This design comes from an exercise in tuning for small area, a short achievable clock period and few clock cycles per item on the open sky130 flow, not from production work. Function was checked by simulation only, so behaviour that the tests miss may differ from the original. Power and IR drop assume default switching activity.

<file path="flow/design.v">
module sse_acc (
	input  logic        clk,
	input  logic        rst,
	input  logic        ps1,
	input  logic [7:0]  pe1,
	input  logic [24:0] pu1,
	input  logic        v5,
	input  logic        l5,
	output logic        out_valid,
	output logic [31:0] Y
);
	localparam logic [31:0] NAN = 32'h7f800001;
	logic [31:0] acc;
	logic        v6, l6, fresh;
	logic        ps;
	logic [7:0]  pe;
	logic        pNaN, pInf;   
	logic [23:0] yp;
	logic [3:0]  shH;    
	logic [7:0]  shL;    
	logic        selP;
	logic        as;
	logic [7:0]  ae;
	logic [22:0] af;
	assign {as, ae, af} = acc;
	logic aNaN, aInf, aZ, pZ;
	assign aNaN = (&ae) & (|af);
	assign aInf = (&ae) & ~(|af);
	assign aZ = fresh | ~(|ae);
	assign pZ = ~(|pe);
	logic normal;
	assign normal = ~aZ & ~aNaN & ~aInf & ~pNaN & ~pInf & ~pZ;
	logic [23:0] ya;
	logic [24:0] S, S1;
	logic        ovf;
	logic [7:0]  E, E1;
	logic [23:0] ma, yh;
	assign ma = {1'b1, af};
	always_comb begin
		for (int i = 0; i < 24; i++) begin
			yh[i] = (shH[0] & ma[i]) | (shH[1] & (i + 8 < 24 ? ma[(i + 8) % 24] : 1'b0))
				| (shH[2] & (i + 16 < 24 ? ma[(i + 16) % 24] : 1'b0));
			ya[i] = 0;
			for (int j = 0; j < 8; j++)
				if (i + j < 24) ya[i] = ya[i] | (shL[j] & yh[i + j]);
		end
	end
	sse_cadd #(.W(24), .L(5)) add (.a(ya), .b(yp), .s0(S), .s1(S1));
	assign ovf = S[24];
	assign E = selP ? pe : ae;
	assign E1 = E + 8'd1;
	logic [31:0] nres, pval, res;
	logic        selN, selA, selP2, selNaN;
	assign nres = ovf ? {as, E1, S1[23:1]} : {as, E, S[22:0]};
	assign pval = {ps, pe, aZ ? yp[22:0] : 23'd0};
	assign selN = v6 & normal;
	assign selNaN = v6 & (aZ ? pNaN : (aNaN | pNaN | (aInf & pInf & (as != ps))));
	assign selA = ~v6 | (~aZ & ~aNaN & ~pNaN & (aInf ? (~pInf | (as == ps)) : (~pInf & pZ)));
	assign selP2 = v6 & (aZ ? (~pNaN & ~pZ) : (~aNaN & ~pNaN & ~aInf & pInf));
	assign res = ({32{selN}} & nres) | ({32{selA}} & acc) | ({32{selP2}} & pval) | ({32{selNaN}} & NAN);
	logic [25:0] pinc;
	logic [22:0] f1n;
	logic [23:0] m1n;
	logic [7:0]  e1n;
	sse_inc #(.W(25), .L(5)) inc1 (.a(pu1), .s(pinc));
	assign f1n = pu1[24] ? pinc[23:1] : pu1[22:0];
	assign m1n = {1'b1, f1n};
	assign e1n = pe1;
	logic [23:0] yp0, yp1;
	logic [8:0]  dP0, dA0;
	logic [4:0]  shA0, shA1;
	logic        sel0, sel1, inc;
	logic       ebP;
	logic [8:0] dPa, dPp, dAa, dAp;
	assign ebP = v6 & (aZ | selP);
	assign dPa = {1'b0, ae} - {1'b0, e1n};
	assign dPp = {1'b0, pe} - {1'b0, e1n};
	assign dAa = {1'b0, e1n} - {1'b0, ae};
	assign dAp = {1'b0, e1n} - {1'b0, pe};
	assign dP0 = ebP ? dPp : dPa;
	assign dA0 = ebP ? dAp : dAa;
	assign inc = v6 & ~aZ & ~pZ & ovf;
	assign sel0 = dP0[8];
	assign sel1 = sel0 & (dA0 != 9'd1);
	assign yp0 = sel0 ? m1n : (dP0[7:0] > 8'd23) ? 24'd0 : (m1n >> dP0[4:0]);
	assign yp1 = sel0 ? m1n : {1'b0, yp0[23:1]};
	assign shA0 = ~sel0 ? 5'd0 : (dA0[7:0] > 8'd23) ? 5'd24 : dA0[4:0];
	assign shA1 = ~sel1 ? 5'd0 : (dA0[7:0] > 8'd24) ? 5'd24 : (dA0[4:0] - 5'd1);
	logic azn;
	assign azn = v6 ? (l6 | (aZ & pZ)) : aZ;
	logic [23:0] ypc0, ypc1;
	logic [3:0]  shH0, shH1;
	logic [7:0]  shL0, shL1;
	assign ypc0 = azn ? m1n : yp0;
	assign ypc1 = azn ? m1n : yp1;
	assign shH0 = {1'b0, shA0[4:3] == 2'd2, shA0[4:3] == 2'd1, shA0[4:3] == 2'd0};
	assign shH1 = {1'b0, shA1[4:3] == 2'd2, shA1[4:3] == 2'd1, shA1[4:3] == 2'd0};
	always_comb
		for (int j = 0; j < 8; j++) begin
			shL0[j] = (shA0[2:0] == j);
			shL1[j] = (shA1[2:0] == j);
		end
	always_ff @(posedge clk) begin
		ps <= ps1;
		pe <= e1n;
		pNaN <= (&e1n) & (|f1n);
		pInf <= (&e1n) & ~(|f1n);
		l6 <= l5;
		acc <= res;
		selP <= inc ? sel1 : sel0;
		shH <= inc ? shH1 : shH0;
		shL <= inc ? shL1 : shL0;
		yp <= inc ? ypc1 : ypc0;
		if (rst) begin
			v6 <= 0;
			fresh <= 1;
			out_valid <= 0;
		end
		else begin
			v6 <= v5;
			if (v6) fresh <= l6;
			out_valid <= v6 & l6;
		end
	end
	assign Y = acc;
endmodule
module sse_cadd #(parameter int W = 24, parameter int L = 5) (
	input  logic [W-1:0] a,
	input  logic [W-1:0] b,
	output logic [W:0]   s0,
	output logic [W:0]   s1
);
	logic [W-1:0] g [0:L];
	logic [W-1:0] t [0:L];
	logic [W-1:0] h;
	assign g[0] = a & b;
	assign t[0] = a | b;
	assign h = a ^ b;
	genvar l, i;
	generate
		for (l = 0; l < L; l++) begin : g_lvl
			for (i = 0; i < W; i++) begin : g_bit
				if (i >= (1 << l)) begin : g_op
					assign g[l + 1][i] = g[l][i] | (t[l][i] & g[l][i - (1 << l)]);
					assign t[l + 1][i] = t[l][i] & t[l][i - (1 << l)];
				end
				else begin : g_pass
					assign g[l + 1][i] = g[l][i];
					assign t[l + 1][i] = t[l][i];
				end
			end
		end
	endgenerate
	assign s0 = {g[L][W-1], h ^ {g[L][W-2:0], 1'b0}};
	assign s1 = {g[L][W-1] | t[L][W-1], h ^ {g[L][W-2:0] | t[L][W-2:0], 1'b1}};
endmodule
module sse_add #(parameter int W = 24, parameter int L = 5) (
	input  logic [W-1:0] a,
	input  logic [W-1:0] b,
	input  logic         ci,
	output logic [W:0]   s
);
	logic [W:0] g [0:L];
	logic [W:0] p [0:L];
	assign g[0] = {a & b, ci};
	assign p[0] = {a ^ b, 1'b0};
	genvar l, i;
	generate
		for (l = 0; l < L; l++) begin : g_lvl
			for (i = 0; i <= W; i++) begin : g_bit
				if ((i >> l) & 1) begin : g_op
					assign g[l + 1][i] = g[l][i] | (p[l][i] & g[l][((i >> l) << l) - 1]);
					assign p[l + 1][i] = p[l][i] & p[l][((i >> l) << l) - 1];
				end
				else begin : g_pass
					assign g[l + 1][i] = g[l][i];
					assign p[l + 1][i] = p[l][i];
				end
			end
		end
	endgenerate
	assign s = {g[L][W], p[0][W:1] ^ g[L][W-1:0]};
endmodule
module sse_inc #(parameter int W = 24, parameter int L = 5) (
	input  logic [W-1:0] a,
	output logic [W:0]   s
);
	logic [W-1:0] p [0:L];
	assign p[0] = a;
	genvar l, i;
	generate
		for (l = 0; l < L; l++) begin : g_lvl
			for (i = 0; i < W; i++) begin : g_bit
				if ((i >> l) & 1) begin : g_op
					assign p[l + 1][i] = p[l][i] & p[l][((i >> l) << l) - 1];
				end
				else begin : g_pass
					assign p[l + 1][i] = p[l][i];
				end
			end
		end
	endgenerate
	assign s = {p[L][W-1], a ^ {p[L][W-2:0], 1'b1}};
endmodule
module sse_sq_tree (
	input  logic [22:0] f,
	output logic [47:0] q0,
	output logic [47:0] q1
);
	wire t1 = ~(~(f[0] & f[17]) ^ ~(f[1] & f[16]));
	wire t2 = ~(f[0] & f[17]) | ~(f[1] & f[16]);
	wire t3 = ~(~(f[0] & f[18]) ^ ~(f[1] & f[17]));
	wire t4 = ~(f[0] & f[18]) | ~(f[1] & f[17]);
	wire t5, t6;
	sse_fa ut5 (.a(~(f[0] & f[19])), .b(~(f[1] & f[18])), .c(~(f[2] & f[17])), .s(t5), .co(t6));
	wire t7 = ~(~(f[3] & f[16]) ^ ~(f[4] & f[15]));
	wire t8 = ~(f[3] & f[16]) | ~(f[4] & f[15]);
	wire t9, t10;
	sse_fa ut9 (.a(~(f[0] & f[20])), .b(~(f[1] & f[19])), .c(~(f[2] & f[18])), .s(t9), .co(t10));
	wire t11 = ~(~(f[3] & f[17]) ^ ~(f[4] & f[16]));
	wire t12 = ~(f[3] & f[17]) | ~(f[4] & f[16]);
	wire t13, t14;
	sse_fa ut13 (.a(~(f[0] & f[21])), .b(~(f[1] & f[20])), .c(~(f[2] & f[19])), .s(t13), .co(t14));
	wire t15, t16;
	sse_fa ut15 (.a(~(f[3] & f[18])), .b(~(f[4] & f[17])), .c(~(f[5] & f[16])), .s(t15), .co(t16));
	wire t17 = ~(~(f[6] & f[15]) ^ ~(f[7] & f[14]));
	wire t18 = ~(f[6] & f[15]) | ~(f[7] & f[14]);
	wire t19, t20;
	sse_fa ut19 (.a(~(f[0] & f[22])), .b(~(f[1] & f[21])), .c(~(f[2] & f[20])), .s(t19), .co(t20));
	wire t21, t22;
	sse_fa ut21 (.a(~(f[3] & f[19])), .b(~(f[4] & f[18])), .c(~(f[5] & f[17])), .s(t21), .co(t22));
	wire t23 = ~(~(f[6] & f[16]) ^ ~(f[7] & f[15]));
	wire t24 = ~(f[6] & f[16]) | ~(f[7] & f[15]);
	wire t25, t26;
	sse_fa ut25 (.a(~f[0]), .b(~(f[1] & f[22])), .c(~(f[2] & f[21])), .s(t25), .co(t26));
	wire t27, t28;
	sse_fa ut27 (.a(~(f[3] & f[20])), .b(~(f[4] & f[19])), .c(~(f[5] & f[18])), .s(t27), .co(t28));
	wire t29, t30;
	sse_fa ut29 (.a(~(f[6] & f[17])), .b(~(f[7] & f[16])), .c(~(f[8] & f[15])), .s(t29), .co(t30));
	wire t31 = ~(~(f[9] & f[14]) ^ ~(f[10] & f[13]));
	wire t32 = ~(f[9] & f[14]) | ~(f[10] & f[13]);
	wire t33, t34;
	sse_fa ut33 (.a(~f[1]), .b(~(f[2] & f[22])), .c(~(f[3] & f[21])), .s(t33), .co(t34));
	wire t35, t36;
	sse_fa ut35 (.a(~(f[4] & f[20])), .b(~(f[5] & f[19])), .c(~(f[6] & f[18])), .s(t35), .co(t36));
	wire t37, t38;
	sse_fa ut37 (.a(~(f[7] & f[17])), .b(~(f[8] & f[16])), .c(~(f[9] & f[15])), .s(t37), .co(t38));
	wire t39, t40;
	sse_fa ut39 (.a(~f[2]), .b(~(f[3] & f[22])), .c(~(f[4] & f[21])), .s(t39), .co(t40));
	wire t41, t42;
	sse_fa ut41 (.a(~(f[5] & f[20])), .b(~(f[6] & f[19])), .c(~(f[7] & f[18])), .s(t41), .co(t42));
	wire t43, t44;
	sse_fa ut43 (.a(~(f[8] & f[17])), .b(~(f[9] & f[16])), .c(~(f[10] & f[15])), .s(t43), .co(t44));
	wire t45, t46;
	sse_fa ut45 (.a(~f[3]), .b(~(f[4] & f[22])), .c(~(f[5] & f[21])), .s(t45), .co(t46));
	wire t47, t48;
	sse_fa ut47 (.a(~(f[6] & f[20])), .b(~(f[7] & f[19])), .c(~(f[8] & f[18])), .s(t47), .co(t48));
	wire t49, t50;
	sse_fa ut49 (.a(~f[4]), .b(~(f[5] & f[22])), .c(~(f[6] & f[21])), .s(t49), .co(t50));
	wire t51, t52;
	sse_fa ut51 (.a(~(f[7] & f[20])), .b(~(f[8] & f[19])), .c(~(f[9] & f[18])), .s(t51), .co(t52));
	wire t53, t54;
	sse_fa ut53 (.a(~f[5]), .b(~(f[6] & f[22])), .c(~(f[7] & f[21])), .s(t53), .co(t54));
	wire t55, t56;
	sse_fa ut55 (.a(~f[6]), .b(~(f[7] & f[22])), .c(~(f[8] & f[21])), .s(t55), .co(t56));
	wire t57 = ~(~(f[0] & f[11]) ^ ~(f[1] & f[10]));
	wire t58 = ~(f[0] & f[11]) | ~(f[1] & f[10]);
	wire t59 = ~(~(f[0] & f[12]) ^ ~(f[1] & f[11]));
	wire t60 = ~(f[0] & f[12]) | ~(f[1] & f[11]);
	wire t61, t62;
	sse_fa ut61 (.a(~(f[0] & f[13])), .b(~(f[1] & f[12])), .c(~(f[2] & f[11])), .s(t61), .co(t62));
	wire t63 = ~(~(f[3] & f[10]) ^ ~(f[4] & f[9]));
	wire t64 = ~(f[3] & f[10]) | ~(f[4] & f[9]);
	wire t65, t66;
	sse_fa ut65 (.a(~(f[0] & f[14])), .b(~(f[1] & f[13])), .c(~(f[2] & f[12])), .s(t65), .co(t66));
	wire t67 = ~(~(f[3] & f[11]) ^ ~(f[4] & f[10]));
	wire t68 = ~(f[3] & f[11]) | ~(f[4] & f[10]);
	wire t69, t70;
	sse_fa ut69 (.a(~(f[0] & f[15])), .b(~(f[1] & f[14])), .c(~(f[2] & f[13])), .s(t69), .co(t70));
	wire t71, t72;
	sse_fa ut71 (.a(~(f[3] & f[12])), .b(~(f[4] & f[11])), .c(~(f[5] & f[10])), .s(t71), .co(t72));
	wire t73 = ~(~(f[6] & f[9]) ^ ~(f[7] & f[8]));
	wire t74 = ~(f[6] & f[9]) | ~(f[7] & f[8]);
	wire t75, t76;
	sse_fa ut75 (.a(~(f[0] & f[16])), .b(~(f[1] & f[15])), .c(~(f[2] & f[14])), .s(t75), .co(t76));
	wire t77, t78;
	sse_fa ut77 (.a(~(f[3] & f[13])), .b(~(f[4] & f[12])), .c(~(f[5] & f[11])), .s(t77), .co(t78));
	wire t79 = ~(~(f[6] & f[10]) ^ ~(f[7] & f[9]));
	wire t80 = ~(f[6] & f[10]) | ~(f[7] & f[9]);
	wire t81, t82;
	sse_fa ut81 (.a(t1), .b(~(f[2] & f[15])), .c(~(f[3] & f[14])), .s(t81), .co(t82));
	wire t83, t84;
	sse_fa ut83 (.a(~(f[4] & f[13])), .b(~(f[5] & f[12])), .c(~(f[6] & f[11])), .s(t83), .co(t84));
	wire t85, t86;
	sse_fa ut85 (.a(~(f[7] & f[10])), .b(~(f[8] & f[9])), .c(~f[9]), .s(t85), .co(t86));
	wire t87, t88;
	sse_fa ut87 (.a(t2), .b(t3), .c(~(f[2] & f[16])), .s(t87), .co(t88));
	wire t89, t90;
	sse_fa ut89 (.a(~(f[3] & f[15])), .b(~(f[4] & f[14])), .c(~(f[5] & f[13])), .s(t89), .co(t90));
	wire t91, t92;
	sse_fa ut91 (.a(~(f[6] & f[12])), .b(~(f[7] & f[11])), .c(~(f[8] & f[10])), .s(t91), .co(t92));
	wire t93, t94;
	sse_fa ut93 (.a(t4), .b(t5), .c(t7), .s(t93), .co(t94));
	wire t95, t96;
	sse_fa ut95 (.a(~(f[5] & f[14])), .b(~(f[6] & f[13])), .c(~(f[7] & f[12])), .s(t95), .co(t96));
	wire t97, t98;
	sse_fa ut97 (.a(~(f[8] & f[11])), .b(~(f[9] & f[10])), .c(~f[10]), .s(t97), .co(t98));
	wire t99, t100;
	sse_fa ut99 (.a(t6), .b(t8), .c(t9), .s(t99), .co(t100));
	wire t101, t102;
	sse_fa ut101 (.a(t11), .b(~(f[5] & f[15])), .c(~(f[6] & f[14])), .s(t101), .co(t102));
	wire t103, t104;
	sse_fa ut103 (.a(~(f[7] & f[13])), .b(~(f[8] & f[12])), .c(~(f[9] & f[11])), .s(t103), .co(t104));
	wire t105, t106;
	sse_fa ut105 (.a(t10), .b(t12), .c(t13), .s(t105), .co(t106));
	wire t107, t108;
	sse_fa ut107 (.a(t15), .b(t17), .c(~(f[8] & f[13])), .s(t107), .co(t108));
	wire t109, t110;
	sse_fa ut109 (.a(~(f[9] & f[12])), .b(~(f[10] & f[11])), .c(~f[11]), .s(t109), .co(t110));
	wire t111, t112;
	sse_fa ut111 (.a(t14), .b(t16), .c(t18), .s(t111), .co(t112));
	wire t113, t114;
	sse_fa ut113 (.a(t19), .b(t21), .c(t23), .s(t113), .co(t114));
	wire t115, t116;
	sse_fa ut115 (.a(~(f[8] & f[14])), .b(~(f[9] & f[13])), .c(~(f[10] & f[12])), .s(t115), .co(t116));
	wire t117, t118;
	sse_fa ut117 (.a(t20), .b(t22), .c(t24), .s(t117), .co(t118));
	wire t119, t120;
	sse_fa ut119 (.a(t25), .b(t27), .c(t29), .s(t119), .co(t120));
	wire t121, t122;
	sse_fa ut121 (.a(t31), .b(~(f[11] & f[12])), .c(~f[12]), .s(t121), .co(t122));
	wire t123, t124;
	sse_fa ut123 (.a(t26), .b(t28), .c(t30), .s(t123), .co(t124));
	wire t125, t126;
	sse_fa ut125 (.a(t32), .b(t33), .c(t35), .s(t125), .co(t126));
	wire t127, t128;
	sse_fa ut127 (.a(t37), .b(~(f[10] & f[14])), .c(~(f[11] & f[13])), .s(t127), .co(t128));
	wire t129, t130;
	sse_fa ut129 (.a(t34), .b(t36), .c(t38), .s(t129), .co(t130));
	wire t131, t132;
	sse_fa ut131 (.a(t39), .b(t41), .c(t43), .s(t131), .co(t132));
	wire t133, t134;
	sse_fa ut133 (.a(~(f[11] & f[14])), .b(~(f[12] & f[13])), .c(~f[13]), .s(t133), .co(t134));
	wire t135, t136;
	sse_fa ut135 (.a(t40), .b(t42), .c(t44), .s(t135), .co(t136));
	wire t137, t138;
	sse_fa ut137 (.a(t45), .b(t47), .c(~(f[9] & f[17])), .s(t137), .co(t138));
	wire t139, t140;
	sse_fa ut139 (.a(~(f[10] & f[16])), .b(~(f[11] & f[15])), .c(~(f[12] & f[14])), .s(t139), .co(t140));
	wire t141, t142;
	sse_fa ut141 (.a(t46), .b(t48), .c(t49), .s(t141), .co(t142));
	wire t143, t144;
	sse_fa ut143 (.a(t51), .b(~(f[10] & f[17])), .c(~(f[11] & f[16])), .s(t143), .co(t144));
	wire t145, t146;
	sse_fa ut145 (.a(~(f[12] & f[15])), .b(~(f[13] & f[14])), .c(~f[14]), .s(t145), .co(t146));
	wire t147, t148;
	sse_fa ut147 (.a(t50), .b(t52), .c(t53), .s(t147), .co(t148));
	wire t149, t150;
	sse_fa ut149 (.a(~(f[8] & f[20])), .b(~(f[9] & f[19])), .c(~(f[10] & f[18])), .s(t149), .co(t150));
	wire t151, t152;
	sse_fa ut151 (.a(~(f[11] & f[17])), .b(~(f[12] & f[16])), .c(~(f[13] & f[15])), .s(t151), .co(t152));
	wire t153, t154;
	sse_fa ut153 (.a(t54), .b(t55), .c(~(f[9] & f[20])), .s(t153), .co(t154));
	wire t155, t156;
	sse_fa ut155 (.a(~(f[10] & f[19])), .b(~(f[11] & f[18])), .c(~(f[12] & f[17])), .s(t155), .co(t156));
	wire t157, t158;
	sse_fa ut157 (.a(~(f[13] & f[16])), .b(~(f[14] & f[15])), .c(~f[15]), .s(t157), .co(t158));
	wire t159, t160;
	sse_fa ut159 (.a(t56), .b(~f[7]), .c(~(f[8] & f[22])), .s(t159), .co(t160));
	wire t161, t162;
	sse_fa ut161 (.a(~(f[9] & f[21])), .b(~(f[10] & f[20])), .c(~(f[11] & f[19])), .s(t161), .co(t162));
	wire t163, t164;
	sse_fa ut163 (.a(~(f[12] & f[18])), .b(~(f[13] & f[17])), .c(~(f[14] & f[16])), .s(t163), .co(t164));
	wire t165, t166;
	sse_fa ut165 (.a(~f[8]), .b(~(f[9] & f[22])), .c(~(f[10] & f[21])), .s(t165), .co(t166));
	wire t167, t168;
	sse_fa ut167 (.a(~(f[11] & f[20])), .b(~(f[12] & f[19])), .c(~(f[13] & f[18])), .s(t167), .co(t168));
	wire t169, t170;
	sse_fa ut169 (.a(~(f[14] & f[17])), .b(~(f[15] & f[16])), .c(~f[16]), .s(t169), .co(t170));
	wire t171, t172;
	sse_fa ut171 (.a(~f[9]), .b(~(f[10] & f[22])), .c(~(f[11] & f[21])), .s(t171), .co(t172));
	wire t173, t174;
	sse_fa ut173 (.a(~(f[12] & f[20])), .b(~(f[13] & f[19])), .c(~(f[14] & f[18])), .s(t173), .co(t174));
	wire t175, t176;
	sse_fa ut175 (.a(~f[10]), .b(~(f[11] & f[22])), .c(~(f[12] & f[21])), .s(t175), .co(t176));
	wire t177, t178;
	sse_fa ut177 (.a(~(f[13] & f[20])), .b(~(f[14] & f[19])), .c(~(f[15] & f[18])), .s(t177), .co(t178));
	wire t179, t180;
	sse_fa ut179 (.a(~f[11]), .b(~(f[12] & f[22])), .c(~(f[13] & f[21])), .s(t179), .co(t180));
	wire t181, t182;
	sse_fa ut181 (.a(~f[12]), .b(~(f[13] & f[22])), .c(~(f[14] & f[21])), .s(t181), .co(t182));
	wire t183 = ~(~(f[0] & f[7]) ^ ~(f[1] & f[6]));
	wire t184 = ~(f[0] & f[7]) | ~(f[1] & f[6]);
	wire t185 = ~(~(f[0] & f[8]) ^ ~(f[1] & f[7]));
	wire t186 = ~(f[0] & f[8]) | ~(f[1] & f[7]);
	wire t187, t188;
	sse_fa ut187 (.a(~(f[0] & f[9])), .b(~(f[1] & f[8])), .c(~(f[2] & f[7])), .s(t187), .co(t188));
	wire t189 = ~(~(f[3] & f[6]) ^ ~(f[4] & f[5]));
	wire t190 = ~(f[3] & f[6]) | ~(f[4] & f[5]);
	wire t191, t192;
	sse_fa ut191 (.a(~(f[0] & f[10])), .b(~(f[1] & f[9])), .c(~(f[2] & f[8])), .s(t191), .co(t192));
	wire t193 = ~(~(f[3] & f[7]) ^ ~(f[4] & f[6]));
	wire t194 = ~(f[3] & f[7]) | ~(f[4] & f[6]);
	wire t195, t196;
	sse_fa ut195 (.a(t57), .b(~(f[2] & f[9])), .c(~(f[3] & f[8])), .s(t195), .co(t196));
	wire t197, t198;
	sse_fa ut197 (.a(~(f[4] & f[7])), .b(~(f[5] & f[6])), .c(~f[6]), .s(t197), .co(t198));
	wire t199, t200;
	sse_fa ut199 (.a(t58), .b(t59), .c(~(f[2] & f[10])), .s(t199), .co(t200));
	wire t201, t202;
	sse_fa ut201 (.a(~(f[3] & f[9])), .b(~(f[4] & f[8])), .c(~(f[5] & f[7])), .s(t201), .co(t202));
	wire t203, t204;
	sse_fa ut203 (.a(t60), .b(t61), .c(t63), .s(t203), .co(t204));
	wire t205, t206;
	sse_fa ut205 (.a(~(f[5] & f[8])), .b(~(f[6] & f[7])), .c(~f[7]), .s(t205), .co(t206));
	wire t207, t208;
	sse_fa ut207 (.a(t62), .b(t64), .c(t65), .s(t207), .co(t208));
	wire t209, t210;
	sse_fa ut209 (.a(t67), .b(~(f[5] & f[9])), .c(~(f[6] & f[8])), .s(t209), .co(t210));
	wire t211, t212;
	sse_fa ut211 (.a(t66), .b(t68), .c(t69), .s(t211), .co(t212));
	wire t213, t214;
	sse_fa ut213 (.a(t71), .b(t73), .c(~f[8]), .s(t213), .co(t214));
	wire t215, t216;
	sse_fa ut215 (.a(t70), .b(t72), .c(t74), .s(t215), .co(t216));
	wire t217, t218;
	sse_fa ut217 (.a(t75), .b(t77), .c(t79), .s(t217), .co(t218));
	wire t219, t220;
	sse_fa ut219 (.a(t76), .b(t78), .c(t80), .s(t219), .co(t220));
	wire t221, t222;
	sse_fa ut221 (.a(t81), .b(t83), .c(t85), .s(t221), .co(t222));
	wire t223, t224;
	sse_fa ut223 (.a(t82), .b(t84), .c(t86), .s(t223), .co(t224));
	wire t225, t226;
	sse_fa ut225 (.a(t87), .b(t89), .c(t91), .s(t225), .co(t226));
	wire t227, t228;
	sse_fa ut227 (.a(t88), .b(t90), .c(t92), .s(t227), .co(t228));
	wire t229, t230;
	sse_fa ut229 (.a(t93), .b(t95), .c(t97), .s(t229), .co(t230));
	wire t231, t232;
	sse_fa ut231 (.a(t94), .b(t96), .c(t98), .s(t231), .co(t232));
	wire t233, t234;
	sse_fa ut233 (.a(t99), .b(t101), .c(t103), .s(t233), .co(t234));
	wire t235, t236;
	sse_fa ut235 (.a(t100), .b(t102), .c(t104), .s(t235), .co(t236));
	wire t237, t238;
	sse_fa ut237 (.a(t105), .b(t107), .c(t109), .s(t237), .co(t238));
	wire t239, t240;
	sse_fa ut239 (.a(t106), .b(t108), .c(t110), .s(t239), .co(t240));
	wire t241, t242;
	sse_fa ut241 (.a(t111), .b(t113), .c(t115), .s(t241), .co(t242));
	wire t243, t244;
	sse_fa ut243 (.a(t112), .b(t114), .c(t116), .s(t243), .co(t244));
	wire t245, t246;
	sse_fa ut245 (.a(t117), .b(t119), .c(t121), .s(t245), .co(t246));
	wire t247, t248;
	sse_fa ut247 (.a(t118), .b(t120), .c(t122), .s(t247), .co(t248));
	wire t249, t250;
	sse_fa ut249 (.a(t123), .b(t125), .c(t127), .s(t249), .co(t250));
	wire t251, t252;
	sse_fa ut251 (.a(t124), .b(t126), .c(t128), .s(t251), .co(t252));
	wire t253, t254;
	sse_fa ut253 (.a(t129), .b(t131), .c(t133), .s(t253), .co(t254));
	wire t255, t256;
	sse_fa ut255 (.a(t130), .b(t132), .c(t134), .s(t255), .co(t256));
	wire t257, t258;
	sse_fa ut257 (.a(t135), .b(t137), .c(t139), .s(t257), .co(t258));
	wire t259, t260;
	sse_fa ut259 (.a(t136), .b(t138), .c(t140), .s(t259), .co(t260));
	wire t261, t262;
	sse_fa ut261 (.a(t141), .b(t143), .c(t145), .s(t261), .co(t262));
	wire t263, t264;
	sse_fa ut263 (.a(t142), .b(t144), .c(t146), .s(t263), .co(t264));
	wire t265, t266;
	sse_fa ut265 (.a(t147), .b(t149), .c(t151), .s(t265), .co(t266));
	wire t267, t268;
	sse_fa ut267 (.a(t148), .b(t150), .c(t152), .s(t267), .co(t268));
	wire t269, t270;
	sse_fa ut269 (.a(t153), .b(t155), .c(t157), .s(t269), .co(t270));
	wire t271, t272;
	sse_fa ut271 (.a(t154), .b(t156), .c(t158), .s(t271), .co(t272));
	wire t273, t274;
	sse_fa ut273 (.a(t159), .b(t161), .c(t163), .s(t273), .co(t274));
	wire t275, t276;
	sse_fa ut275 (.a(t160), .b(t162), .c(t164), .s(t275), .co(t276));
	wire t277, t278;
	sse_fa ut277 (.a(t165), .b(t167), .c(t169), .s(t277), .co(t278));
	wire t279, t280;
	sse_fa ut279 (.a(t166), .b(t168), .c(t170), .s(t279), .co(t280));
	wire t281, t282;
	sse_fa ut281 (.a(t171), .b(t173), .c(~(f[15] & f[17])), .s(t281), .co(t282));
	wire t283, t284;
	sse_fa ut283 (.a(t172), .b(t174), .c(t175), .s(t283), .co(t284));
	wire t285, t286;
	sse_fa ut285 (.a(t177), .b(~(f[16] & f[17])), .c(~f[17]), .s(t285), .co(t286));
	wire t287, t288;
	sse_fa ut287 (.a(t176), .b(t178), .c(t179), .s(t287), .co(t288));
	wire t289, t290;
	sse_fa ut289 (.a(~(f[14] & f[20])), .b(~(f[15] & f[19])), .c(~(f[16] & f[18])), .s(t289), .co(t290));
	wire t291, t292;
	sse_fa ut291 (.a(t180), .b(t181), .c(~(f[15] & f[20])), .s(t291), .co(t292));
	wire t293, t294;
	sse_fa ut293 (.a(~(f[16] & f[19])), .b(~(f[17] & f[18])), .c(~f[18]), .s(t293), .co(t294));
	wire t295, t296;
	sse_fa ut295 (.a(t182), .b(~f[13]), .c(~(f[14] & f[22])), .s(t295), .co(t296));
	wire t297, t298;
	sse_fa ut297 (.a(~(f[15] & f[21])), .b(~(f[16] & f[20])), .c(~(f[17] & f[19])), .s(t297), .co(t298));
	wire t299, t300;
	sse_fa ut299 (.a(~f[14]), .b(~(f[15] & f[22])), .c(~(f[16] & f[21])), .s(t299), .co(t300));
	wire t301, t302;
	sse_fa ut301 (.a(~(f[17] & f[20])), .b(~(f[18] & f[19])), .c(~f[19]), .s(t301), .co(t302));
	wire t303, t304;
	sse_fa ut303 (.a(~f[15]), .b(~(f[16] & f[22])), .c(~(f[17] & f[21])), .s(t303), .co(t304));
	wire t305, t306;
	sse_fa ut305 (.a(~f[16]), .b(~(f[17] & f[22])), .c(~(f[18] & f[21])), .s(t305), .co(t306));
	wire t307 = ~(~(f[0] & f[5]) ^ ~(f[1] & f[4]));
	wire t308 = ~(f[0] & f[5]) | ~(f[1] & f[4]);
	wire t309 = ~(~(f[0] & f[6]) ^ ~(f[1] & f[5]));
	wire t310 = ~(f[0] & f[6]) | ~(f[1] & f[5]);
	wire t311, t312;
	sse_fa ut311 (.a(t183), .b(~(f[2] & f[5])), .c(~(f[3] & f[4])), .s(t311), .co(t312));
	wire t313, t314;
	sse_fa ut313 (.a(t184), .b(t185), .c(~(f[2] & f[6])), .s(t313), .co(t314));
	wire t315, t316;
	sse_fa ut315 (.a(t186), .b(t187), .c(t189), .s(t315), .co(t316));
	wire t317, t318;
	sse_fa ut317 (.a(t188), .b(t190), .c(t191), .s(t317), .co(t318));
	wire t319, t320;
	sse_fa ut319 (.a(t192), .b(t194), .c(t195), .s(t319), .co(t320));
	wire t321, t322;
	sse_fa ut321 (.a(t196), .b(t198), .c(t199), .s(t321), .co(t322));
	wire t323, t324;
	sse_fa ut323 (.a(t200), .b(t202), .c(t203), .s(t323), .co(t324));
	wire t325, t326;
	sse_fa ut325 (.a(t204), .b(t206), .c(t207), .s(t325), .co(t326));
	wire t327, t328;
	sse_fa ut327 (.a(t208), .b(t210), .c(t211), .s(t327), .co(t328));
	wire t329, t330;
	sse_fa ut329 (.a(t212), .b(t214), .c(t215), .s(t329), .co(t330));
	wire t331, t332;
	sse_fa ut331 (.a(t216), .b(t218), .c(t219), .s(t331), .co(t332));
	wire t333, t334;
	sse_fa ut333 (.a(t220), .b(t222), .c(t223), .s(t333), .co(t334));
	wire t335, t336;
	sse_fa ut335 (.a(t224), .b(t226), .c(t227), .s(t335), .co(t336));
	wire t337, t338;
	sse_fa ut337 (.a(t228), .b(t230), .c(t231), .s(t337), .co(t338));
	wire t339, t340;
	sse_fa ut339 (.a(t232), .b(t234), .c(t235), .s(t339), .co(t340));
	wire t341, t342;
	sse_fa ut341 (.a(t236), .b(t238), .c(t239), .s(t341), .co(t342));
	wire t343, t344;
	sse_fa ut343 (.a(t240), .b(t242), .c(t243), .s(t343), .co(t344));
	wire t345, t346;
	sse_fa ut345 (.a(t244), .b(t246), .c(t247), .s(t345), .co(t346));
	wire t347, t348;
	sse_fa ut347 (.a(t248), .b(t250), .c(t251), .s(t347), .co(t348));
	wire t349, t350;
	sse_fa ut349 (.a(t252), .b(t254), .c(t255), .s(t349), .co(t350));
	wire t351, t352;
	sse_fa ut351 (.a(t256), .b(t258), .c(t259), .s(t351), .co(t352));
	wire t353, t354;
	sse_fa ut353 (.a(t260), .b(t262), .c(t263), .s(t353), .co(t354));
	wire t355, t356;
	sse_fa ut355 (.a(t264), .b(t266), .c(t267), .s(t355), .co(t356));
	wire t357, t358;
	sse_fa ut357 (.a(t268), .b(t270), .c(t271), .s(t357), .co(t358));
	wire t359, t360;
	sse_fa ut359 (.a(t272), .b(t274), .c(t275), .s(t359), .co(t360));
	wire t361, t362;
	sse_fa ut361 (.a(t276), .b(t278), .c(t279), .s(t361), .co(t362));
	wire t363, t364;
	sse_fa ut363 (.a(t280), .b(t282), .c(t283), .s(t363), .co(t364));
	wire t365, t366;
	sse_fa ut365 (.a(t284), .b(t286), .c(t287), .s(t365), .co(t366));
	wire t367, t368;
	sse_fa ut367 (.a(t288), .b(t290), .c(t291), .s(t367), .co(t368));
	wire t369, t370;
	sse_fa ut369 (.a(t292), .b(t294), .c(t295), .s(t369), .co(t370));
	wire t371, t372;
	sse_fa ut371 (.a(t296), .b(t298), .c(t299), .s(t371), .co(t372));
	wire t373, t374;
	sse_fa ut373 (.a(t300), .b(t302), .c(t303), .s(t373), .co(t374));
	wire t375, t376;
	sse_fa ut375 (.a(t304), .b(t305), .c(~(f[19] & f[20])), .s(t375), .co(t376));
	wire t377, t378;
	sse_fa ut377 (.a(t306), .b(~f[17]), .c(~(f[18] & f[22])), .s(t377), .co(t378));
	wire t379, t380;
	sse_fa ut379 (.a(~f[18]), .b(~(f[19] & f[22])), .c(~(f[20] & f[21])), .s(t379), .co(t380));
	wire t381 = ~(~(f[0] & f[3]) ^ ~(f[1] & f[2]));
	wire t382 = ~(f[0] & f[3]) | ~(f[1] & f[2]);
	wire t383 = ~(~(f[0] & f[4]) ^ ~(f[1] & f[3]));
	wire t384 = ~(f[0] & f[4]) | ~(f[1] & f[3]);
	wire t385, t386;
	sse_fa ut385 (.a(t307), .b(~(f[2] & f[3])), .c(~f[3]), .s(t385), .co(t386));
	wire t387, t388;
	sse_fa ut387 (.a(t308), .b(t309), .c(~(f[2] & f[4])), .s(t387), .co(t388));
	wire t389, t390;
	sse_fa ut389 (.a(t310), .b(t311), .c(~f[4]), .s(t389), .co(t390));
	wire t391, t392;
	sse_fa ut391 (.a(t312), .b(t313), .c(~(f[3] & f[5])), .s(t391), .co(t392));
	wire t393, t394;
	sse_fa ut393 (.a(t314), .b(t315), .c(~f[5]), .s(t393), .co(t394));
	wire t395, t396;
	sse_fa ut395 (.a(t316), .b(t317), .c(t193), .s(t395), .co(t396));
	wire t397, t398;
	sse_fa ut397 (.a(t318), .b(t319), .c(t197), .s(t397), .co(t398));
	wire t399, t400;
	sse_fa ut399 (.a(t320), .b(t321), .c(t201), .s(t399), .co(t400));
	wire t401, t402;
	sse_fa ut401 (.a(t322), .b(t323), .c(t205), .s(t401), .co(t402));
	wire t403, t404;
	sse_fa ut403 (.a(t324), .b(t325), .c(t209), .s(t403), .co(t404));
	wire t405, t406;
	sse_fa ut405 (.a(t326), .b(t327), .c(t213), .s(t405), .co(t406));
	wire t407, t408;
	sse_fa ut407 (.a(t328), .b(t329), .c(t217), .s(t407), .co(t408));
	wire t409, t410;
	sse_fa ut409 (.a(t330), .b(t331), .c(t221), .s(t409), .co(t410));
	wire t411, t412;
	sse_fa ut411 (.a(t332), .b(t333), .c(t225), .s(t411), .co(t412));
	wire t413, t414;
	sse_fa ut413 (.a(t334), .b(t335), .c(t229), .s(t413), .co(t414));
	wire t415, t416;
	sse_fa ut415 (.a(t336), .b(t337), .c(t233), .s(t415), .co(t416));
	wire t417, t418;
	sse_fa ut417 (.a(t338), .b(t339), .c(t237), .s(t417), .co(t418));
	wire t419, t420;
	sse_fa ut419 (.a(t340), .b(t341), .c(t241), .s(t419), .co(t420));
	wire t421, t422;
	sse_fa ut421 (.a(t342), .b(t343), .c(t245), .s(t421), .co(t422));
	wire t423, t424;
	sse_fa ut423 (.a(t344), .b(t345), .c(t249), .s(t423), .co(t424));
	wire t425, t426;
	sse_fa ut425 (.a(t346), .b(t347), .c(t253), .s(t425), .co(t426));
	wire t427, t428;
	sse_fa ut427 (.a(t348), .b(t349), .c(t257), .s(t427), .co(t428));
	wire t429, t430;
	sse_fa ut429 (.a(t350), .b(t351), .c(t261), .s(t429), .co(t430));
	wire t431, t432;
	sse_fa ut431 (.a(t352), .b(t353), .c(t265), .s(t431), .co(t432));
	wire t433, t434;
	sse_fa ut433 (.a(t354), .b(t355), .c(t269), .s(t433), .co(t434));
	wire t435, t436;
	sse_fa ut435 (.a(t356), .b(t357), .c(t273), .s(t435), .co(t436));
	wire t437, t438;
	sse_fa ut437 (.a(t358), .b(t359), .c(t277), .s(t437), .co(t438));
	wire t439, t440;
	sse_fa ut439 (.a(t360), .b(t361), .c(t281), .s(t439), .co(t440));
	wire t441, t442;
	sse_fa ut441 (.a(t362), .b(t363), .c(t285), .s(t441), .co(t442));
	wire t443, t444;
	sse_fa ut443 (.a(t364), .b(t365), .c(t289), .s(t443), .co(t444));
	wire t445, t446;
	sse_fa ut445 (.a(t366), .b(t367), .c(t293), .s(t445), .co(t446));
	wire t447, t448;
	sse_fa ut447 (.a(t368), .b(t369), .c(t297), .s(t447), .co(t448));
	wire t449, t450;
	sse_fa ut449 (.a(t370), .b(t371), .c(t301), .s(t449), .co(t450));
	wire t451, t452;
	sse_fa ut451 (.a(t372), .b(t373), .c(~(f[18] & f[20])), .s(t451), .co(t452));
	wire t453, t454;
	sse_fa ut453 (.a(t374), .b(t375), .c(~f[20]), .s(t453), .co(t454));
	wire t455, t456;
	sse_fa ut455 (.a(t376), .b(t377), .c(~(f[19] & f[21])), .s(t455), .co(t456));
	wire t457, t458;
	sse_fa ut457 (.a(t378), .b(t379), .c(~f[21]), .s(t457), .co(t458));
	wire t459, t460;
	sse_fa ut459 (.a(t380), .b(~f[19]), .c(~(f[20] & f[22])), .s(t459), .co(t460));
	wire t461, t462;
	sse_fa ut461 (.a(~f[20]), .b(~(f[21] & f[22])), .c(~f[22]), .s(t461), .co(t462));
	assign q0[0] = ~f[0];
	assign q1[0] = 1'b1;
	assign q0[1] = 1'b1;
	assign q1[1] = 1'b1;
	assign q0[2] = ~(f[0] & f[1]);
	assign q1[2] = ~f[1];
	assign q0[3] = ~(f[0] & f[2]);
	assign q1[3] = 1'b1;
	assign q0[4] = t381;
	assign q1[4] = ~f[2];
	assign q0[5] = t382;
	assign q1[5] = t383;
	assign q0[6] = t384;
	assign q1[6] = t385;
	assign q0[7] = t386;
	assign q1[7] = t387;
	assign q0[8] = t388;
	assign q1[8] = t389;
	assign q0[9] = t390;
	assign q1[9] = t391;
	assign q0[10] = t392;
	assign q1[10] = t393;
	assign q0[11] = t394;
	assign q1[11] = t395;
	assign q0[12] = t396;
	assign q1[12] = t397;
	assign q0[13] = t398;
	assign q1[13] = t399;
	assign q0[14] = t400;
	assign q1[14] = t401;
	assign q0[15] = t402;
	assign q1[15] = t403;
	assign q0[16] = t404;
	assign q1[16] = t405;
	assign q0[17] = t406;
	assign q1[17] = t407;
	assign q0[18] = t408;
	assign q1[18] = t409;
	assign q0[19] = t410;
	assign q1[19] = t411;
	assign q0[20] = t412;
	assign q1[20] = t413;
	assign q0[21] = t414;
	assign q1[21] = t415;
	assign q0[22] = t416;
	assign q1[22] = t417;
	assign q0[23] = t418;
	assign q1[23] = t419;
	assign q0[24] = t420;
	assign q1[24] = t421;
	assign q0[25] = t422;
	assign q1[25] = t423;
	assign q0[26] = t424;
	assign q1[26] = t425;
	assign q0[27] = t426;
	assign q1[27] = t427;
	assign q0[28] = t428;
	assign q1[28] = t429;
	assign q0[29] = t430;
	assign q1[29] = t431;
	assign q0[30] = t432;
	assign q1[30] = t433;
	assign q0[31] = t434;
	assign q1[31] = t435;
	assign q0[32] = t436;
	assign q1[32] = t437;
	assign q0[33] = t438;
	assign q1[33] = t439;
	assign q0[34] = t440;
	assign q1[34] = t441;
	assign q0[35] = t442;
	assign q1[35] = t443;
	assign q0[36] = t444;
	assign q1[36] = t445;
	assign q0[37] = t446;
	assign q1[37] = t447;
	assign q0[38] = t448;
	assign q1[38] = t449;
	assign q0[39] = t450;
	assign q1[39] = t451;
	assign q0[40] = t452;
	assign q1[40] = t453;
	assign q0[41] = t454;
	assign q1[41] = t455;
	assign q0[42] = t456;
	assign q1[42] = t457;
	assign q0[43] = t458;
	assign q1[43] = t459;
	assign q0[44] = t460;
	assign q1[44] = t461;
	assign q0[45] = t462;
	assign q1[45] = ~f[21];
	assign q0[46] = 1'b0;
	assign q1[46] = ~f[22];
	assign q0[47] = 1'b1;
	assign q1[47] = 1'b1;
endmodule
module sse_sq_sum (
	input  logic [47:0] q0,
	input  logic [47:0] q1,
	output logic [47:0] P
);
	logic [48:0] s;
	sse_add #(.W(48), .L(6)) add (.a(q0), .b(q1), .ci(1'b1), .s(s));
	assign P = ~s[47:0];
endmodule
module sse_fa (
	input  logic a, b, c,
	output logic s, co
);
	assign s = a ^ b ^ c;
	assign co = (a & b) | (a & c) | (b & c);
endmodule
module SSE (
	input  logic        clk,
	input  logic        rst,
	input  logic        in_valid,
	input  logic        in_last,
	input  logic [31:0] A,
	input  logic [31:0] B,
	output logic        in_ready,
	output logic        out_valid,
	output logic [31:0] Y
);
	localparam logic [31:0] NAN = 32'h7f800001;
	logic v0, v2, v3, v4, v5;
	logic l0, l2, l3, l4, l5;
	always_ff @(posedge clk) begin
		if (rst) begin
			in_ready <= 0;
			{v0, v2, v3, v4, v5} <= 0;
		end
		else begin
			in_ready <= 1;
			v0 <= in_valid & in_ready;
			{v2, v3, v4, v5} <= {v0, v2, v3, v4};
		end
		{l0, l2, l3, l4, l5} <= {in_last, l0, l2, l3, l4};
	end
	logic        sA, sB;
	logic [7:0]  eA, eB;
	logic [22:0] fA, fB;
	assign {sA, eA, fA} = A;
	assign {sB, eB, fB} = B;
	logic nanA, nanB, infA, infB, zA, zB;
	assign nanA = (&eA) & (|fA);
	assign nanB = (&eB) & (|fB);
	assign infA = (&eA) & ~(|fA);
	assign infB = (&eB) & ~(|fB);
	assign zA = ~(|eA);
	assign zB = ~(|eB);
	logic spec, isNaN, kill, ssgn;
	assign spec = zA | zB | (&eA) | (&eB);
	assign isNaN = nanA | nanB | (infA & infB & (sA != sB));
	assign kill = isNaN | (zA & zB);
	always_comb begin
		if (nanA | nanB) ssgn = 0;
		else if (infA & infB) ssgn = (sA == sB) ? sA : 1'b0;
		else if (infA) ssgn = sA;
		else if (infB) ssgn = sB;
		else if (zA & zB) ssgn = 0;
		else if (zA) ssgn = ~sB;
		else ssgn = sA;
	end
	logic [8:0]  dAB;
	logic [7:0]  dBA;
	logic        aLess, eEq, fLess, swp;
	assign dAB = {1'b0, eA} - {1'b0, eB};
	assign dBA = eB - eA;
	assign aLess = dAB[8];
	assign eEq = (eA == eB);
	assign fLess = fA < fB;
	assign swp = A[30:0] < B[30:0];    
	logic [22:0] x0, y0;
	logic [4:0]  k0;
	logic [7:0]  e0;
	logic        s0, sub0;
	always_ff @(posedge clk) begin
		y0 <= swp ? fA : fB;
		x0 <= kill ? {22'd0, isNaN} : swp ? fB : fA;
		e0 <= aLess ? eB : eA;
		if (spec) begin
			k0 <= 5'd24;
			s0 <= ssgn;
			sub0 <= 0;
		end
		else begin
			k0 <= aLess ? ((dBA > 8'd23) ? 5'd24 : dBA[4:0]) : ((dAB[7:0] > 8'd23) ? 5'd24 : dAB[4:0]);
			s0 <= (sA == sB) ? (swp ^ sA) : sA;
			sub0 <= (sA == sB);
		end
	end
	logic [23:0] y1;
	assign y1 = {1'b1, y0} >> k0;
	logic [24:0] sum2;
	sse_add #(.W(24), .L(5)) add1 (.a({1'b1, x0}), .b(sub0 ? ~y1 : y1), .ci(sub0), .s(sum2));
	logic [24:0] r2;
	logic [7:0]  e2;
	logic        s2, sub2;
	always_ff @(posedge clk) begin
		r2 <= {sum2[24] & ~sub0, sum2[23:0]};
		e2 <= e0;
		s2 <= s0;
		sub2 <= sub0;
	end
	logic [24:0] inc3;
	logic [25:0] inc3x;
	assign inc3 = inc3x[24:0];
	sse_inc #(.W(25), .L(5)) inc1 (.a(r2), .s(inc3x));
	logic [31:0] zx;
	logic [7:0]  nz1;
	logic [15:0] nc1;
	logic [3:0]  nz2;
	logic [11:0] nc2;
	logic [1:0]  nz3;
	logic [7:0]  nc3;
	logic [4:0]  lz;
	assign zx = {r2[23:0], 8'hff};
	genvar gi;
	generate
		for (gi = 0; gi < 8; gi++) begin : g_l1
			logic [3:0] q;
			assign q = zx[4 * gi +: 4];
			assign nz1[gi] = |q;
			assign nc1[2 * gi +: 2] = q[3] ? 2'd0 : q[2] ? 2'd1 : q[1] ? 2'd2 : 2'd3;
		end
		for (gi = 0; gi < 4; gi++) begin : g_l2
			assign nz2[gi] = nz1[2 * gi + 1] | nz1[2 * gi];
			assign nc2[3 * gi +: 3] = nz1[2 * gi + 1] ? {1'b0, nc1[4 * gi + 2 +: 2]} : {1'b1, nc1[4 * gi +: 2]};
		end
		for (gi = 0; gi < 2; gi++) begin : g_l3
			assign nz3[gi] = nz2[2 * gi + 1] | nz2[2 * gi];
			assign nc3[4 * gi +: 4] = nz2[2 * gi + 1] ? {1'b0, nc2[6 * gi + 3 +: 3]} : {1'b1, nc2[6 * gi +: 3]};
		end
	endgenerate
	assign lz = nz3[1] ? {1'b0, nc3[7:4]} : {1'b1, nc3[3:0]};
	logic [23:0] n1;
	assign n1 = r2[23:0] << lz;
	logic        s3;
	logic [7:0]  e3;
	logic [4:0]  lz3;
	logic [22:0] f3;
	always_ff @(posedge clk) begin
		if (sub2) begin
			if (r2[23:0] == 0) begin
				s3 <= 0;
				e3 <= 0;
				lz3 <= 0;
			end
			else begin
				s3 <= s2;
				e3 <= e2;
				lz3 <= lz;
			end
			f3 <= n1[22:0];
		end
		else begin
			s3 <= s2;
			e3 <= r2[24] ? e2 + 8'd1 : e2;
			lz3 <= 0;
			f3 <= r2[24] ? inc3[23:1] : r2[22:0];
		end
	end
	logic        sd;
	logic [7:0]  ed;
	logic [22:0] fd;
	assign sd = s3;
	assign ed = e3 - {3'd0, lz3};
	assign fd = f3;
	logic [9:0] ex4;
	assign ex4 = {1'b0, ed, 1'b0} - 10'd127;
	logic [47:0] q0, q1;
	sse_sq_tree sq (.f(fd), .q0(q0), .q1(q1));
	logic spec4, ssp4, esp4, nsp4;
	always_comb begin
		spec4 = 1;
		ssp4 = 0;
		esp4 = 1;
		nsp4 = 0;
		if ((&ed) & (|fd)) nsp4 = 1;
		else if (&ed) ssp4 = sd;
		else if (~(|ed)) esp4 = 0;
		else if (~ex4[9] & (ex4[8:0] > 9'd254)) ;
		else if (ex4[9] | (ex4 == 0)) esp4 = 0;
		else spec4 = 0;
	end
	logic [47:0] r40, r41;
	logic [7:0]  e4;
	logic        spec5i, ssp5i, esp5i, nsp5i;
	always_ff @(posedge clk) begin
		r40 <= q0;
		r41 <= q1;
		e4 <= ex4[7:0];
		spec5i <= spec4;
		ssp5i <= ssp4;
		esp5i <= esp4;
		nsp5i <= nsp4;
	end
	logic [47:0] P;
	logic [24:0] U;
	sse_sq_sum sqs (.q0(r40), .q1(r41), .P(P));
	assign U = P[47:23];
	logic        ps5;
	logic [7:0]  pe5;
	logic [24:0] pu5;
	always_comb begin
		if (spec5i) begin
			ps5 = ssp5i;
			pe5 = {8{esp5i}};
			pu5 = {24'd0, nsp5i};
		end
		else begin
			ps5 = 0;
			pe5 = U[24] ? e4 + 8'd1 : e4;
			pu5 = U;
		end
	end
	logic        ps1;
	logic [7:0]  pe1;
	logic [24:0] pu1;
	always_ff @(posedge clk) begin
		ps1 <= ps5;
		pe1 <= pe5;
		pu1 <= pu5;
	end
	sse_acc acc (
		.clk(clk), .rst(rst),
		.ps1(ps1), .pe1(pe1), .pu1(pu1), .v5(v5), .l5(l5),
		.out_valid(out_valid), .Y(Y)
	);
endmodule
</file>
<file path="flow/flow/run.sh">
#!/bin/bash
set -euo pipefail
bash standard.sh SETUP_SLACK_MARGIN=5.8 "BUFFER_PORTS_ARGS=-buffer_cell sky130_fd_sc_hd__buf_1" finish > standard.log 2>&1
</file>
<file path="flow/standard.sh">
#!/bin/bash
# synth_recipe.tcl (not shown) runs the flow's synth.tcl, then flattens the netlist and writes it again
# the make line also repeats each setting of config.mk as NAME=value (left out here)
make -C /OpenROAD-flow-scripts/flow DESIGN_CONFIG=/design/flow/config.mk WORK_HOME=/design/flow/orfs CLKGATE_MAP_FILE= SYNTH_SCRIPT=/design/flow/synth_recipe.tcl "${@:-finish}"
</file>
<file path="flow/config.mk">
export PLATFORM = sky130hd
export DESIGN_NAME = SSE
export DESIGN_NICKNAME = SSE
export VERILOG_FILES = /design/flow/design.v
export SDC_FILE = /design/flow/constraint.sdc
export NUM_CORES = 4
export LEC_CHECK = 0
export CAP_MARGIN = 20
export CORE_MARGIN = 2
export CORE_UTILIZATION = 55
export CTS_CLUSTER_DIAMETER = 100
export CTS_CLUSTER_SIZE = 26
export PLACE_DENSITY = 0.72
export SETUP_SLACK_MARGIN = 5
export SLEW_MARGIN = 20
export SYNTH_HIERARCHICAL = 1
export SYNTH_MINIMUM_KEEP_SIZE = 0
</file>
<file path="flow/constraint.sdc">
create_clock -name core_clock -period 10.0 [get_ports {clk}]
set_input_delay 2.0000 -clock core_clock [delete_from_list [all_inputs] [get_ports {clk}]]
set_output_delay 2.0000 -clock core_clock [all_outputs]
set_load 0.01 [all_outputs]
</file>
==> results.json, run 1 <==
{
  "result_of_the_run": "complete, no violations",
  "core_area_sq_um": 57900,
  "number_of_global_route_vias_before_repair": 25600,
  "detailedPlacementHpwl_um": 65200,
  "cp_slowest_cell": "sky130_fd_sc_hd__or4_4",
  "design_power_total_uw": 12400,
  "clock_skew_ns": 0.0333,
  "grt_usage": 0.279,
  "initial_core_util": 0.558,
  "worst_skew_pair.late_latency_ns": 0.58,
  "clockRootBuffer": "sky130_fd_sc_hd__clkbuf_16",
  "place_congestion": 1.01,
  "min_delay_worst_endpoint": "l4$_DFF_P_",
  "slew-limit-headroom": 0.287,
  "irDropWorstVdd_mv": 0.251,
  "cts-htree-levels": 1,
  "r2r.worst_path.cells": 15,
  "vias": 26800,
  "worst_path_clk_slew_ns": 0.10,
  "drt-initial-drc-count": 2486,
  "grt_first_pass_wirelength_um": 137000,
  "mappedNetlistArea_sq_um": 32300,
  "unrepaired_setup_endpoints_after_global_routing": "yes",
  "timing.critical_path.arrival_ns": 4.60,
  "floorplan.die_area_sq_um": 60800,
  "critPathMaxFanout": 24,
  "ant_nets": 0,
  "fillCellCount": 5172,
  "fin_crit_ns": 4.12,
  "clock.fmax_mhz": 243,
  "setup_viol": 0,
  "grt_max_degree": 39,
  "die_height_um": 246,
  "critical_path_rt_ns": 10.48,
  "cp_slowest_stage_delay_ns": 0.56,
  "hold-worst-slack_ns": 0.330,
  "cts_inserted_buffers": 21,
  "seq_area_sq_um": 7420,
  "setup_total_negative_slack_ns": 0,
  "maxCapViolations": 0,
  "worst_pin_slew_ns": 1.07,
  "io-pin-count": 102,
  "insertedDiodeCount": 0,
  "hold_viol": 0,
  "via_density": 6.17,
  "tritoncts_clock_tree": "yes",
  "clock_sink_count": 368,
  "power.static_leakage_uw": 0.0134,
  "final_critical_path_setup_slack_ns": 5.88,
  "multi_input_area_sq_um": 22900,
  "post-route-period-util": 0.412,
  "rr_endpoint": "acc.acc[13]$_DFF_P_",
  "detailedPlace.worstSlack_ns": 4.74,
  "critical_path_class": "input pin to register",
  "final_layout_size_suffix_gt1_frac": 0.102,
  "power.density_nw_per_um2": 364,
  "routed_wirelength_um": 86800,
  "r2r_setup_slack_ns": 5.91,
  "crit_path_start_kind": "input pin",
  "worst_hold_path.num_cells": 0,
  "timing.hold.worst.start": "l3$_DFF_P_",
  "overflow": 0,
  "dieWidth_um": 246,
  "critPathCaptureType": "register",
  "drv_slew": 0,
  "antenna_found_initial": 0,
  "synth.avg_cell_area_sq_um": 8.88,
  "port-buffer-count": 101,
  "detailedRoute.firstPassIterationCount": 8,
  "ys_warn_count": 19,
  "cts-root-to-sink-buffers": 3,
  "row_count": 88,
  "post_drt_wl_per_cell_um": 20.0,
  "r2r-start": "acc.shH[0]$_DFF_P_",
  "postSynthCellCount": 3643,
  "post-route-drc-count": 0,
  "area_growth_syn_to_layout_pct": 5.07,
  "timing.hold.worst.class": "register to register",
  "crit_chain": "buf_1 -> inv_1 -> ha_1 -> nand4_1 -> or4_4 -> or3_1 -> o221ai_4 -> buf_12 -> mux2_4 -> a21o_1",
  "finish.net_count": 4065
}
==> area by class of cell <==
cell class	instances	share of cell area
Clock buffer	24	0.0164
Timing Repair inverter	1	0.000147
Multi-Input combinational cell	2720	0.674
Sequential cell	368	0.218
Clock inverter	8	0.00335
Timing Repair Buffer	158	0.0265
Inverter	291	0.0326
Tap cell	765	0.0282
==> repair_timing <==
action | CTS | global route
resized for setup | 61 | 82
cloned | 2 | 3
pin swaps | 4 | 16
setup buffers | 6 | 13
setup endpoints to repair | 116 | 114
hold buffers | 0 | 0
==> critical path, delay by kind of cell <==
kind	cells	cell delay, ns
AOI/OAI and AO/OA	2	0.36
buffers and inverters	3	0.53
adders and majority gates	1	0.30
muxes	1	0.31
and+or+nand+nor	3	1.08
==> report_power, final <==
part	leakage, uW	switching (uW)	internal [uW]
registers	0.00308	642	2110
logic	0.0100	4920	3720
clock network	0.000324	554	422
total	0.0134	6120	6250
==> metal layers <==
layer	GRT usage	routed length, um
met4	0.0978	3390
met1	0.370	36000
met5	0	0
met2	0.467	41000
met3	0.0392	6410
==> worst max path at each step <==
stage / start / endpoint / slack (ns) / cells past startpoint
6_report: A[23] / x0[0]$_DFF_P_ / 5.88 / 10
5_1_grt: acc.shH[0]$_DFF_P_ / acc.acc[29]$_DFF_P_ / 5.74 / 20
4_1_cts: A[28] / y0[20]$_DFF_P_ / 5.77 / 9
3_5_place_dp: acc.shH[0]$_DFF_P_ / acc.shL[5]$_DFF_P_ / 4.74 / 17
3_3_place_gp: A[27] / x0[0]$_DFF_P_ / 4.78 / 10
2_1_floorplan: A[25] / y0[15]$_DFF_P_ / 5.78 / 9
==> state kept, by name, summed over array words and instances, names as in the netlist, 3 cells and up <==
name	flops
acc.acc	32
acc.pe	8
acc.shH	3
acc.shL	8
acc.yp	24
e0	8
e2	8
e3	8
e4	7
f3	23
k0	5
lz3	5
pe1	8
pu1	25
r2	25
r40	48
r41	48
x0	23
y0	23
==> placed cells by master (no fill, tap or decap), types with 14 or more instances in the layout <==
cell type / count
sky130_fd_sc_hd__o31ai_1: 14
sky130_fd_sc_hd__nor3_1: 56
sky130_fd_sc_hd__o21ai_0: 107
sky130_fd_sc_hd__fa_1: 221
sky130_fd_sc_hd__buf_1: 97
sky130_fd_sc_hd__a21oi_1: 166
sky130_fd_sc_hd__a221oi_1: 19
sky130_fd_sc_hd__mux2i_1: 150
sky130_fd_sc_hd__o211ai_1: 19
sky130_fd_sc_hd__ha_1: 203
sky130_fd_sc_hd__buf_4: 49
sky130_fd_sc_hd__a22oi_1: 48
sky130_fd_sc_hd__inv_1: 282
sky130_fd_sc_hd__nor4_1: 36
sky130_fd_sc_hd__a222oi_1: 17
sky130_fd_sc_hd__a21o_1: 37
sky130_fd_sc_hd__a31oi_1: 21
sky130_fd_sc_hd__and3_1: 22
sky130_fd_sc_hd__dfxtp_1: 344
sky130_fd_sc_hd__nand4_1: 54
sky130_fd_sc_hd__mux2_2: 52
sky130_fd_sc_hd__nand2b_1: 20
sky130_fd_sc_hd__and2_1: 62
sky130_fd_sc_hd__mux4_2: 23
sky130_fd_sc_hd__nand2_1: 421
sky130_fd_sc_hd__o22ai_1: 35
sky130_fd_sc_hd__xnor2_1: 91
sky130_fd_sc_hd__nor2b_1: 59
sky130_fd_sc_hd__a211oi_1: 28
sky130_fd_sc_hd__nor2_1: 216
sky130_fd_sc_hd__clkbuf_16: 22
sky130_fd_sc_hd__nand3_1: 66
sky130_fd_sc_hd__xor2_1: 80
sky130_fd_sc_hd__a221o_1: 34
sky130_fd_sc_hd__dfxtp_2: 14
==> stage by stage <==
stage | util | cell area, sq um | instances
3_3_place_gp | 0.562 | 32500 | 4279
5_1_grt | 0.587 | 34000 | 4335
6_report | 0.587 | 34000 | 4335
3_5_place_dp | 0.562 | 32500 | 4279
2_1_floorplan | - | 32500 | 3648
4_1_cts | 0.579 | 33500 | 4319
Testbench counts, summed over its fixed seeds: cycles 8,146, items 8,082.
==> inputs of run 2 (changes only) <==
==> flow/flow/run.sh (replaced) <==
#!/bin/bash
set -euo pipefail
bash standard.sh SETUP_SLACK_MARGIN=6.2 "BUFFER_PORTS_ARGS=-buffer_cell sky130_fd_sc_hd__buf_1" finish > standard.log 2>&1
==> results.json, run 2 <==
{
  "result_of_the_run": "complete, no violations",
  "clock_skew_ns": 0.0363,
  "grt_first_pass_wirelength_um": 143000,
  "io-pin-count": 102,
  "power.static_leakage_uw": 0.0148,
  "timing.critical_path.arrival_ns": 4.50,
  "detailedPlace.worstSlack_ns": 4.77,
  "die_height_um": 246,
  "mappedNetlistArea_sq_um": 32300,
  "antenna_found_initial": 0,
  "final_critical_path_setup_slack_ns": 5.97,
  "fin_crit_ns": 4.03,
  "min_delay_worst_endpoint": "e2[1]$_DFF_P_",
  "crit_path_start_kind": "input pin",
  "power.density_nw_per_um2": 355,
  "timing.hold.worst.start": "e0[1]$_DFF_P_",
  "ant_nets": 0,
  "via_density": 6.29,
  "clockRootBuffer": "sky130_fd_sc_hd__clkbuf_16",
  "place_congestion": 1.03,
  "commonest_non_fill_non_tap_cell_in_the_layout": "sky130_fd_sc_hd__nand2_1",
  "core_area_sq_um": 57900,
  "area_growth_syn_to_layout_pct": 15.4,
  "timing.hold.worst.class": "register to register",
  "hold_buffers": 0,
  "post-route-drc-count": 0,
  "grt_usage": 0.291,
  "postSynthCellCount": 3643,
  "post-route-period-util": 0.403,
  "insertedDiodeCount": 0,
  "hold_viol": 0,
  "initial_core_util": 0.558,
  "crit_chain": "buf_4 -> inv_2 -> ha_4 -> nand4_1 -> or4_4 -> or3_4 -> o221ai_4 -> buf_6 -> buf_6 -> buf_16 -> mux2i_4 -> nor2_1",
  "synth.avg_cell_area_sq_um": 8.88,
  "number_of_global_route_vias_before_repair": 26700,
  "irDropWorstVdd_mv": 0.269,
  "met3_length_um": 7490,
  "detailedRoute.firstPassIterationCount": 12,
  "finish.net_count": 4236,
  "cp_num_buf_inv": 5,
  "fillCellCount": 4584,
  "layout.cells.most_common_list": "412 x sky130_fd_sc_hd__nand2_1, 333 x sky130_fd_sc_hd__dfxtp_1, 265 x sky130_fd_sc_hd__inv_1, 216 x sky130_fd_sc_hd__fa_1, 207 x sky130_fd_sc_hd__nor2_1",
  "route.top_layer_used": "met4",
  "r2r.worst_path.cells": 18,
  "most_used_cell_along_the_critical_path": "sky130_fd_sc_hd__buf_6",
  "met2_length_um": 44100,
  "drt-initial-drc-count": 2977,
  "floorplan.die_area_sq_um": 60800,
  "maxCapViolations": 0,
  "row_count": 88,
  "routed_length_on_met1_um": 37500,
  "dieWidth_um": 246,
  "rr_endpoint": "acc.shL[1]$_DFF_P_",
  "clock.fmax_mhz": 248,
  "critical_path_class": "input pin to register",
  "worst_path_clk_slew_ns": 0.11,
  "grt_max_degree": 39,
  "critical_path_rt_ns": 10.47,
  "clock_sink_count": 368,
  "drv_slew": 0,
  "overflow": 0,
  "detailedPlacementHpwl_um": 64300,
  "ys_warn_count": 19,
  "worst_hold_path.num_cells": 0,
  "setup_total_negative_slack_ns": 0,
  "cts-root-to-sink-buffers": 3,
  "cp_slowest_cell": "sky130_fd_sc_hd__or4_4",
  "post_drt_wl_per_cell_um": 20.8,
  "setup_viol": 0,
  "critical-path-top-delay-family": "simple AND/OR/NAND/NOR gates",
  "r2r_setup_slack_ns": 6.04,
  "vias": 28400,
  "final_layout_size_suffix_gt1_frac": 0.202,
  "unrepaired_setup_endpoints_after_global_routing": "yes",
  "cp_slowest_stage_delay_ns": 0.58,
  "seq_area_sq_um": 7460,
  "multi_input_area_sq_um": 24200,
  "top_regs": "r40 (48), r41 (48), acc.acc (32)",
  "worst_pin_slew_ns": 1.29,
  "routed_wirelength_um": 94000,
  "tritoncts_clock_tree": "yes",
  "cts-htree-levels": 1,
  "slew-limit-headroom": 0.137,
  "r2r-start": "acc.acc[30]$_DFF_P_",
  "critPathMaxFanout": 6,
  "port-buffer-count": 101,
  "critPathCaptureType": "register",
  "worst_skew_pair.late_latency_ns": 0.60,
  "cts_inserted_buffers": 22
}
## run 2: final cells by class
| type | count | area share |
|---|---|---|
| Multi-Input combinational cell | 2721 | 0.649 |
| Sequential cell | 368 | 0.200 |
| Timing Repair Buffer | 327 | 0.0741 |
| Inverter | 291 | 0.0301 |
| Tap cell | 765 | 0.0257 |
| Clock buffer | 25 | 0.0159 |
| Clock inverter | 12 | 0.00469 |
| Timing Repair inverter | 1 | 0.000201 |
## run 2: layer usage
layer  vias up  global-route usage
li1      12800                   -
met5         -                   0
met2      1489               0.479
met1     13700               0.387
met3       346              0.0339
met4         0               0.124
## run 2: what timing repair did
item,CTS,global route
resized for setup,282,264
pin swaps,56,119
setup buffers,89,86
endpoints found under the setup margin,151,132
endpoints found under the hold margin,0,0
cloned,11,7
## run 2: where the power goes
| part | switching [uW] | leakage, uW | internal, uW |
|---|---|---|---|
| Clock | 581 | 0.000372 | 481 |
| Sequential | 589 | 0.00309 | 2110 |
| Combinational | 5300 | 0.0114 | 4170 |
| Total | 6480 | 0.0148 | 6760 |
## run 2: how the worst max path moves through the flow
| stage | startpoint | end | slack (ns) | cells after the start |
|---|---|---|---|---|
| 5_1_grt | acc.acc[30]$_DFF_P_ | acc.shL[1]$_DFF_P_ | 5.88 | 18 |
| 6_report | B[17] | x0[10]$_SDFF_PP0_ | 5.97 | 12 |
| 3_3_place_gp | A[27] | x0[0]$_DFF_P_ | 4.80 | 10 |
| 3_5_place_dp | A[27] | x0[0]$_DFF_P_ | 4.77 | 10 |
| 4_1_cts | A[28] | x0[0]$_DFF_P_ | 6.05 | 12 |
| 2_1_floorplan | A[29] | y0[15]$_DFF_P_ | 5.83 | 10 |
## run 2: stage by stage
stage	instance area (sq um)	instances	hold WS, ns	utilization	power, uW
2_1_floorplan	32600	3648	0.310	-	11400
3_3_place_gp	32600	4280	0.310	0.563	11000
3_5_place_dp	32600	4280	0.312	0.563	11200
4_1_cts	35300	4417	0.330	0.610	12700
5_1_grt	37300	4510	0.335	0.644	14500
6_report	37300	4510	0.330	0.644	13200

re-timing with driven ports:
In the flow no input, the clock included, has a driving cell. The finished layouts below were timed again as built, in two steps. Step 1 sets driving cells, clkbuf_16 on the clock port and buf_2 on the other inputs (assumed; they add their load-dependent delay and slew). Step 2 times the ports against the registers' clock, not the clock port: input delays grow and output delays shrink by t, the midpoint of the rising clock arrivals with the driver on. a / b / c = ideal ports / drivers / drivers and shift; a / b = the first two.
run	t (ns)	slack for setup (ns)	hold slack, ns	clock arrival spread, ns	pins driven straight from the clock port
run 1	0.631	5.880 / 5.906 / 5.290	0.330 / 0.330 / 0.330	0.037 / 0.037	1
run 2	0.647	5.974 / 6.013 / 5.366	0.330 / 0.330 / 0.330	0.037 / 0.036	1
After both steps every run listed still meets setup and hold. For run 2, which loses most, drivers alone change the setup slack by +0.039 ns; drivers and shift together by -0.608 ns.
